Background: an optimization exercise with open tools, aiming at small area. Do not read the settings as production practice. In this exercise RTL edits were held to simulation tests only and were not proved equivalent to the original. Power and IR drop assume default switching activity. The flow treats the clock pin as an ideal source, which a real chip does not have.

old:
## cpu
module cpu
#(
    parameter CODE_ADDR_WIDTH   = 13,
    parameter DATA_ADDR_WIDTH   = 13,
    parameter STACK_DEPTH       = 5,
    parameter RSTACK_DEPTH      = 4,
    parameter FP                = (1 << 13) - (1 << 6) * 6 - 16 - 16 * 4
)
(
    input   wire                        clk,
    input   wire                        reset,           
    input   wire                        resume,          
    output  wire [CODE_ADDR_WIDTH-1:0]  code_addr,       
    input   wire [15:0]                 instruction,     
    output  wire [DATA_ADDR_WIDTH-1:0]  mem_addr,        
    input   wire [15:0]                 mem_din,         
    output  wire                        mem_dout_we,     
    output  wire [15:0]                 mem_dout         
);
Size: roughly 78 I/O pins, roughly 36000 um2 of cells after synthesis.
export LEC_CHECK = 0
export CAP_MARGIN = 20
export CORE_MARGIN = 2
export CORE_UTILIZATION = 70
export CTS_CLUSTER_DIAMETER = 100
export CTS_CLUSTER_SIZE = 30
export SETUP_SLACK_MARGIN = 0.15
export SLEW_MARGIN = 20
create_clock -name core_clock -period 10.0 [get_ports {clk}]
standard.sh (not shown) runs the stock make flow with config.mk's settings and CLKGATE_MAP_FILE= SYNTH_SCRIPT=/design/flow/synth_recipe.tcl, a recipe that flattens the netlist after the stock synthesis.
==> flow/flow/run.sh <==
#!/bin/bash
# Layout flow: the standard ORFS flow (standard.sh) with these changes
# to how the layout is made:
#  - synthesis is synth_recipe.tcl with ABC's combinational mapping script
#    replaced (flow/synth_abc.tcl, flow/abc_map.script);
#  - the buffer that buffer_ports puts on every input and output port is
#    sky130_fd_sc_hd__buf_1 instead of the delay cell the tool picks itself;
#  - clock tree synthesis inserts no dummy loads (same clustering settings as
#    config.mk's CTS_CLUSTER_SIZE / CTS_CLUSTER_DIAMETER).
# The full output goes to flow_standard.log in the work folder; each ORFS
# step also keeps its own log under orfs/logs/.
set -euo pipefail
here=$(cd "$(dirname "$0")" && pwd)
export BUFFER_PORTS_ARGS="-buffer_cell sky130_fd_sc_hd__buf_1"
export CTS_ARGS="-sink_clustering_enable -repair_clock_nets -sink_clustering_size 30 -sink_clustering_max_diameter 100 -dont_use_dummy_load"
bash standard.sh finish "SYNTH_SCRIPT=$here/synth_abc.tcl" > flow_standard.log 2>&1
==> flow/flow/abc_map.script <==
&get -n
&st
&dch
&nf -R 1000
&put
==> flow/flow/synth_abc.tcl <==
# The standard synthesis (synth_recipe.tcl, beside this folder), with one
# change: ABC maps the combinational logic with abc_map.script (one
# choice-based mapping with extended area recovery, no buffering or sizing,
# which the placer's repair does later) instead of ORFS's speed script.
# The flip-flops are mapped before ABC runs, so they are the same.
set ::abc_map_script [file join [file dirname [file normalize [info script]]] abc_map.script]
proc abc {args} {
  set i [lsearch -exact $args -script]
  if { $i >= 0 } {
    lset args [expr { $i + 1 }] $::abc_map_script
  }
  yosys abc {*}$args
}
source [file join [file dirname [file dirname $::abc_map_script]] synth_recipe.tcl]
The final layout from old, which completed every stage, passed the timing, DRC and antenna checks at the end of the flow.
What new does differently from old at the input level:
Settings: SETUP_SLACK_MARGIN now 0.1, was 0.15.
==> flow/run.sh (new file) <==
#!/bin/bash
# synth_recipe.tcl (not shown) runs the flow's synth.tcl, then flattens the netlist and writes it again
# the make line also repeats each setting of config.mk as NAME=value (left out here)
make -C /OpenROAD-flow-scripts/flow DESIGN_CONFIG=/design/flow/config.mk WORK_HOME=/design/flow/orfs CLKGATE_MAP_FILE= SYNTH_SCRIPT=/design/flow/synth_recipe.tcl finish
removed: flow/flow/run.sh
removed: flow/flow/abc_map.script
removed: flow/flow/synth_abc.tcl
removed: flow/standard.sh
met3 layer wire length in the routed design of new exceeds that of old by more than 10%. [compare] base=old new=new: adder-cell share of the synthesized area saw a decrease, number of placed instances with taps included up about 6.5%, part of the power in registers has decreased.

---

run 4:
Another version of the RTL of cpu (not shown whole).
For scale: ~2500 cells after synthesis, ~760 flip-flops, ~35000 um^2 of cells after synthesis.
==> flow/config.mk <==
export PLATFORM = sky130hd
export DESIGN_NAME = cpu
export DESIGN_NICKNAME = cpu
export VERILOG_FILES = /design/flow/design.v
export SDC_FILE = /design/flow/constraint.sdc
export NUM_CORES = 4
export LEC_CHECK = 0
export CAP_MARGIN = 20
export CORE_MARGIN = 2
export CORE_UTILIZATION = 70
export CTS_CLUSTER_DIAMETER = 90
export CTS_CLUSTER_SIZE = 28
export SETUP_SLACK_MARGIN = 0.15
export SLEW_MARGIN = 20
==> flow/constraint.sdc <==
create_clock -name core_clock -period 10.0 [get_ports {clk}]
set_input_delay 2.0000 -clock core_clock [delete_from_list [all_inputs] [get_ports {clk}]]
set_output_delay 2.0000 -clock core_clock [all_outputs]
set_load 0.01 [all_outputs]
==> flow/flow/run.sh <==
#!/bin/bash
# Layout flow: the standard ORFS flow (standard.sh) with these changes
# to how the layout is made:
#  - synthesis is synth_recipe.tcl with ABC's combinational mapping script
#    replaced and only full adders extracted before ABC (flow/synth_abc.tcl,
#    flow/abc_map.script);
#  - the buffer that buffer_ports puts on every input and output port is
#    sky130_fd_sc_hd__buf_1 instead of the delay cell the tool picks itself;
#  - clock tree synthesis inserts no dummy loads (same clustering settings as
#    config.mk's CTS_CLUSTER_SIZE / CTS_CLUSTER_DIAMETER).
# The full output goes to flow_standard.log in the work folder; each ORFS
# step also keeps its own log under orfs/logs/.
set -euo pipefail
here=$(cd "$(dirname "$0")" && pwd)
export BUFFER_PORTS_ARGS="-buffer_cell sky130_fd_sc_hd__buf_1"
export CTS_ARGS="-sink_clustering_enable -repair_clock_nets -sink_clustering_size 28 -sink_clustering_max_diameter 90 -dont_use_dummy_load"
bash standard.sh finish "SYNTH_SCRIPT=$here/synth_abc.tcl" > flow_standard.log 2>&1
==> flow/flow/abc_map.script <==
&get -n
&st
&dch
&nf -R 1000
&put
==> flow/flow/synth_abc.tcl <==
# The standard synthesis (synth_recipe.tcl, beside this folder), with two
# changes to how the combinational logic is mapped:
#  - ABC uses abc_map.script (one choice-based mapping with extended area
#    recovery, no buffering or sizing, which the placer's repair does later)
#    instead of ORFS's speed script;
#  - the adder extraction before ABC takes only full adders (extract_fa -fa),
#    leaving half adders to ABC.
# The flip-flops are mapped before either step, so they are the same.
set ::abc_map_script [file join [file dirname [file normalize [info script]]] abc_map.script]
proc abc {args} {
  set i [lsearch -exact $args -script]
  if { $i >= 0 } {
    lset args [expr { $i + 1 }] $::abc_map_script
  }
  yosys abc {*}$args
}
proc extract_fa {args} {
  yosys extract_fa -fa
}
source [file join [file dirname [file dirname $::abc_map_script]] synth_recipe.tcl]
Edits applied to the flow inputs when going from run 4 to run 1:
--- a/flow/flow/run.sh
+++ b/flow/flow/run.sh
@@ -14,4 +14,4 @@
 here=$(cd "$(dirname "$0")" && pwd)
 export BUFFER_PORTS_ARGS="-buffer_cell sky130_fd_sc_hd__buf_1"
-export CTS_ARGS="-sink_clustering_enable -repair_clock_nets -sink_clustering_size 28 -sink_clustering_max_diameter 90 -dont_use_dummy_load"
+export CTS_ARGS="-sink_clustering_enable -repair_clock_nets -sink_clustering_size 24 -sink_clustering_max_diameter 80 -dont_use_dummy_load"
 bash standard.sh finish "SYNTH_SCRIPT=$here/synth_abc.tcl" > flow_standard.log 2>&1
--- a/flow/config.mk
+++ b/flow/config.mk
@@ -9,6 +9,6 @@
 export CORE_MARGIN = 2
 export CORE_UTILIZATION = 70
-export CTS_CLUSTER_DIAMETER = 90
-export CTS_CLUSTER_SIZE = 28
+export CTS_CLUSTER_DIAMETER = 80
+export CTS_CLUSTER_SIZE = 24
 export SETUP_SLACK_MARGIN = 0.15
 export SLEW_MARGIN = 20
==> comparison <==
- Relative to run 4, the reported net switching power of run 1 is higher by 150 uW.
- The flip-flop and latch area was comparable across run 4 and run 1.
- Looking only at total stage count of the critical path, and setting everything else aside, the higher value of run 4 and run 1 goes to run 1.
- In the reports for run 4 and run 1, the larger hold slack belongs to run 4.
- Summary of run 1 over run 4: overall power of the completed layout shows an increase of 2.4%, clock power saw an increase.

==> re-timing with driven ports <==
In the flow no input, the clock included, has a driving cell. The finished layouts below were timed again as built, in two steps. Step 1 sets driving cells, clkbuf_16 on the clock port and buf_2 on the other inputs (assumed; they add their load-dependent delay and slew). Step 2 times the ports against the registers' clock, not the clock port: input delays grow and output delays shrink by t, the midpoint of the rising clock arrivals with the driver on. Slacks: no drivers / after step 1 / after step 2; pairs: no drivers / after step 1.
run	shift t [ns]	setup WS [ns]	worst hold slack (ns)
old	0.687	0.197 / 0.197 / -0.209	0.516 / 0.516 / 0.516
new	0.705	0.206 / 0.139 / -0.258	0.514 / 0.514 / 0.514
run 4	0.690	0.350 / 0.350 / -0.217	0.582 / 0.582 / 0.582
run 1	0.658	0.370 / 0.370 / -0.177	0.572 / 0.572 / 0.572
With both steps, setup timing fails in every run listed, where it was met with ideal ports. For run 4, which loses most, drivers alone change the setup slack by 0.000 ns; drivers and shift together by -0.567 ns.
